Source: an optimization exercise on an open RTL-to-GDS flow (aim: small area). Production flows keep margins and buffers that such runs may drop.
Only simulation tests tie the RTL to the original design; equivalence was not proved.

## flow/design.v (module list and top-level ports; edited modules follow where they fit)
// module cordic: 2500 lines
module cordic #(
    parameter INPUT_DATA_WIDTH = 16,
    parameter ITERATIONS = 16
)(
    input wire i_clk,
    input wire i_resetn,
    input wire signed [INPUT_DATA_WIDTH - 1:0] i_xIn,
    input wire signed [INPUT_DATA_WIDTH - 1:0] i_yIn,
    input wire signed [31:0] i_angle,
    output reg signed [INPUT_DATA_WIDTH:0] o_xOut,
    output reg signed [INPUT_DATA_WIDTH:0] o_yOut
);
  // ...
==> flow/flow/run.sh <==
#!/bin/bash
set -euo pipefail
export BUFFER_PORTS_ARGS="-buffer_cell sky130_fd_sc_hd__buf_1"
bash standard.sh > standard_flow.log 2>&1
==> flow/standard.sh <==
#!/bin/bash
# synth_recipe.tcl (not shown) runs the flow's synth.tcl, then flattens the netlist and writes it again
# the make line also repeats each setting of config.mk as NAME=value (left out here)
make -C /OpenROAD-flow-scripts/flow DESIGN_CONFIG=/design/flow/config.mk WORK_HOME=/design/flow/orfs CLKGATE_MAP_FILE= SYNTH_SCRIPT=/design/flow/synth_recipe.tcl "${@:-finish}"
==> flow/config.mk <==
export PLATFORM = sky130hd
export DESIGN_NAME = cordic
export DESIGN_NICKNAME = cordic
export VERILOG_FILES = /design/flow/design.v
export SDC_FILE = /design/flow/constraint.sdc
export NUM_CORES = 4
export LEC_CHECK = 0
export CAP_MARGIN = 20
export CORE_MARGIN = 2
export CORE_UTILIZATION = 60
export CTS_CLUSTER_DIAMETER = 90
export CTS_CLUSTER_SIZE = 28
export SLEW_MARGIN = 20
==> flow/constraint.sdc <==
create_clock -name core_clock -period 5.5 [get_ports {i_clk}]
set_input_delay 1.1000 -clock core_clock [delete_from_list [all_inputs] [get_ports {i_clk}]]
set_output_delay 1.1000 -clock core_clock [all_outputs]
set_load 0.01 [all_outputs]
==> summary.txt, run 1 <==
outcome=finished clean; clk buf depth=3; R2R cell count=14; clock-pin slew on the worst setup and hold paths=0.10 ns; crit-path cells=mux2_2 > fa_1 > fa_1 > fa_1 > fa_1 > fa_1 > fa_1 > fa_1 > fa_1 > fa_1 > or4_1 > nand2_1 > o21ai_0 > xnor2_1; crit path launch type=register; Synth Area in Compound Gates=0.0444; # Post-CTS Setup Buffers=0; Yosys top cell by area=dfxtp_1; Syn-to-layout area delta=6.59%; Regs by FF count=r_a1: 30 flops, r_bn2: 30 flops, r_bn3: 29 flops; clock buffers=46; Max Slew Vio Count=0; PostCTS Resize Cnt=0; most frequent cells in the layout=dfxtp_1 (876), fa_1 (532), inv_1 (529); initial core utilization=0.605; post-synthesis simple-gate area fraction=0.0805; worst slew pin tran=0.988 ns; Hold Path Depth=0; met3 wire len=2.21 mm; worst hold endpoint=r_t15_13; hpwl dp=60.2 mm; wire per inst=14.4 um; crit end category=register; Tapcells=978; final worst path period need=5.32 ns; YS warnings=1
==> inputs of run 2 (changes only) <==
==> flow/run.sh (new file) <==
#!/bin/bash
# synth_recipe.tcl (not shown) runs the flow's synth.tcl, then flattens the netlist and writes it again
# the make line also repeats each setting of config.mk as NAME=value (left out here)
make -C /OpenROAD-flow-scripts/flow DESIGN_CONFIG=/design/flow/config.mk WORK_HOME=/design/flow/orfs CLKGATE_MAP_FILE= SYNTH_SCRIPT=/design/flow/synth_recipe.tcl finish
removed: flow/flow/run.sh
removed: flow/standard.sh
==> run 2 against run 1 <==
Critical endpoint is now r_xn11[16]. Via count up 0.16%. Sequential share of layout area fell by 0.52 points. Core utilization increased by 0.91 points. Design area is 1.4% higher. Synthesized cell count stayed put. Clock skew up 0.00085 ns. Worst hold slack gained 0.0072 ns. First-iteration DRC count rose by 15%. Setup slack improved by 0.021 ns. Global-route usage grew 0.18 points. Critical path depth grew 2.
==> summary.txt, run 2 <==
placed cells=5064; commonest non-fill, non-tap cell in the layout=dfxtp_1; critical path depth=16; Synth Register Bits=924; crit path DAT=5.85 ns; vias in the first global route=26400; Async SR Flop Fraction=0.0368; initial core utilization=0.605 (unchanged); Mapped Cells=4028; crit share post-route=0.963; Yosys top cell by area=dfxtp_1; crit end category=register; RePlAce Congestion=0.874; Hold Path Depth=0 (unchanged); TritonCTS Buffers=40; remaining antenna violation count after routing=0; critical path peak fanout=12; worst flop-to-flop path startpoint=r_dd10; synth cell count leaders=dfxtp_1 (890), fa_1 (538), inv_1 (530); Worst R2R Setup Slack=0.20 ns; final worst setup slack=0.204 ns; Max Cap Violations=0; share of post-route cells with drive strength above 1=0.0635; via count=25400; crit-path cells=buf_4 > xor2_1 > fa_1 > fa_1 > fa_1 > fa_1 > fa_1 > fa_1 > fa_1 > fa_1 > fa_1 > inv_1 > nor2_1 > and3_1 > o21ai_0 > xnor2_1; worst slew pin tran=0.896 ns (-0.0922 ns); IO Pins=100; Slowest Stage Delay on Critical Path=0.43 ns; number of synthesized flops with an enable pin=0; number of port buffers=99; initial antenna violation count=5; R2R cell count=16 (+2); Total Routing Usage GR=0.200; outcome=finished clean; synthesized area per cell=11.4 sq um; clk buf depth=3 (unchanged); final worst path period need=5.30 ns (-0.0212 ns); Regs by FF count=r_a1: 30 flops, r_bn2: 30 flops, r_bn3: 29 flops; Setup WS pre-CTS=0.0953 ns; Area after DPL=48200 sq um; DRC viols=0; Critical Path Sink=r_xn11[16]; H-tree depth=2; Die ar.=78500 sq um; cell mode on critical path=fa_1; Iter 0 DRT Violations=1110; Hold-fix buffers, CTS=0; Die Ht=280 um; CTS tree=built; most common cell in the netlist=dfxtp_1; kind of cell adding the most delay to the critical path=adder cells; vias per inst=4.96; post-route cell area=49500 sq um; final hold vios=0; YS warnings=1 (unchanged); hpwl dp=60.3 mm (+0.18%); clock sinks=924; Die Width=280 um; top post-synthesis cells by area=dfxtp_1 (39%), fa_1 (24%), xnor2_1 (9.3%), xor2_1 (4.7%), inv_1 (4.3%); Post-Syn Nets=4712; top-area cell type share of the netlist area=0.389; Slowest cell on crit path=fa_1; normalized max-slew margin=0.403; final WL=73.9 mm; clk root buf=clkbuf_16; clock-pin slew on the worst setup and hold paths=0.10 ns (about the same); Max Clk Rate=189 MHz; Post-Layout Cell Count=5125; Core Footprint=75700 sq um; crit path launch type=register; Max Slew Vio Count=0 (unchanged); global route overflow=0; Critical Path RT=6.05 ns; hold wc startpoint=r_t15_11; Layout Skew=0.0267 ns; # rows=101; count of buffer and inverter cells on the critical path=2; Unique masters post-synth=90; Syn-to-layout area delta=8.10%; Seq/Total Area, Yosys=0.408; final setup vio count=0; r2r endpoint=r_xn11[16]; First-pass DRT Iterations=5; critical path startpoint=r_dd10; Crit Path Category=reg -> reg; NumNets Final=4815; Hold WC Path Type=reg -> reg; wire per inst=14.4 um (about the same); Clk Latency, worst-skew pair=0.62 ns; Post-Syn Area=45800 sq um; most frequent cells in the layout=dfxtp_1 (873), fa_1 (531), inv_1 (529); predominant post-synthesis flop cell=dfxtp_1; largest net degree at the start of global routing=57; first-pass GRT wire length=127 mm
## run 2: cell counts after synthesis
No cell type changed its count.
## run 2: logic make-up (layout without fill, tap and decap cells)
group,after synthesis,after routing,synth area share
compound gates,318,318,0.0444
buf+inv,660,776,0.0554
mux,62,62,0.0142
simple gates,712,712,0.0805
xor+xnor,734,734,0.140
other cells,0,3,0
fa+ha+maj,618,618,0.257
flops,924,924,0.408
## run 2: routing by layer
layer,part of all wire,routed length (um),track usage,vias up
met5,0.00062,46,0,-
met4,0.032,2350,0.0628,6
met3,0.033,2420,0.0306,133
met2,0.52,38700,0.375,321
met1,0.41,30400,0.235,12200
li1,-,-,-,12800
## run 2: area by class of cell
class	count	area (sq um)
Fill cell	6050	26200
Multi-Input combinational cell	2444	24700
Sequential cell	924	18700
Inverter	530	1990
Timing Repair Buffer	191	1720
Tap cell	978	1220
Clock buffer	44	1040
Clock inverter	11	87.6
Antenna cell	3	7.51
## run 2: through the flow
step	hold WS, ns	setup TNS, ns	utilization
6_report	0.334	0	0.654
2_1_floorplan	0.310	0	-
5_1_grt	0.344	-0.00871	0.654
3_5_place_dp	0.312	0	0.636
3_3_place_gp	0.310	0	0.636
4_1_cts	0.335	0	0.651
## run 2: what timing repair did
item	4_1_cts	5_1_grt
setup endpoints to repair	0	40
hold endpoints to repair	0	0
setup buffers	0	3
gates resized for setup	0	44
## run 2: worst min-delay path by stage
stage / endpoint
floorplan: r_dd12
global placement: r_t15_11
detailed placement: r_t14_12
CTS: r_t14_12
global route: r_t15_13
finish: r_t15_12

what the ideal ports hide:
No port has a modelled driver above. Below, the same layouts with a new extraction and two added sets of constraints.
Step 1, drivers: a clkbuf_16 drives i_clk and a buf_2 each remaining input, both assumed.
Step 2, shift: input delay + t, output delay - t, t = (earliest + latest rising clock arrival at the registers) / 2. This alone moves slack from input paths to output paths.
a / b / c = ideal ports / drivers / drivers and shift; a / b = the first two.
| run | shift t [ns] | setup slack, ns | worst setup path at the end | worst register clock-pin slew, ns |
|---|---|---|---|---|
| run 1 | 0.651 | 0.183 / 0.183 / 0.183 | register to register | 0.11 / 0.11 |
| run 2 | 0.672 | 0.204 / 0.204 / 0.204 | register to register | 0.10 / 0.10 |
After both steps every run listed still meets setup and hold.
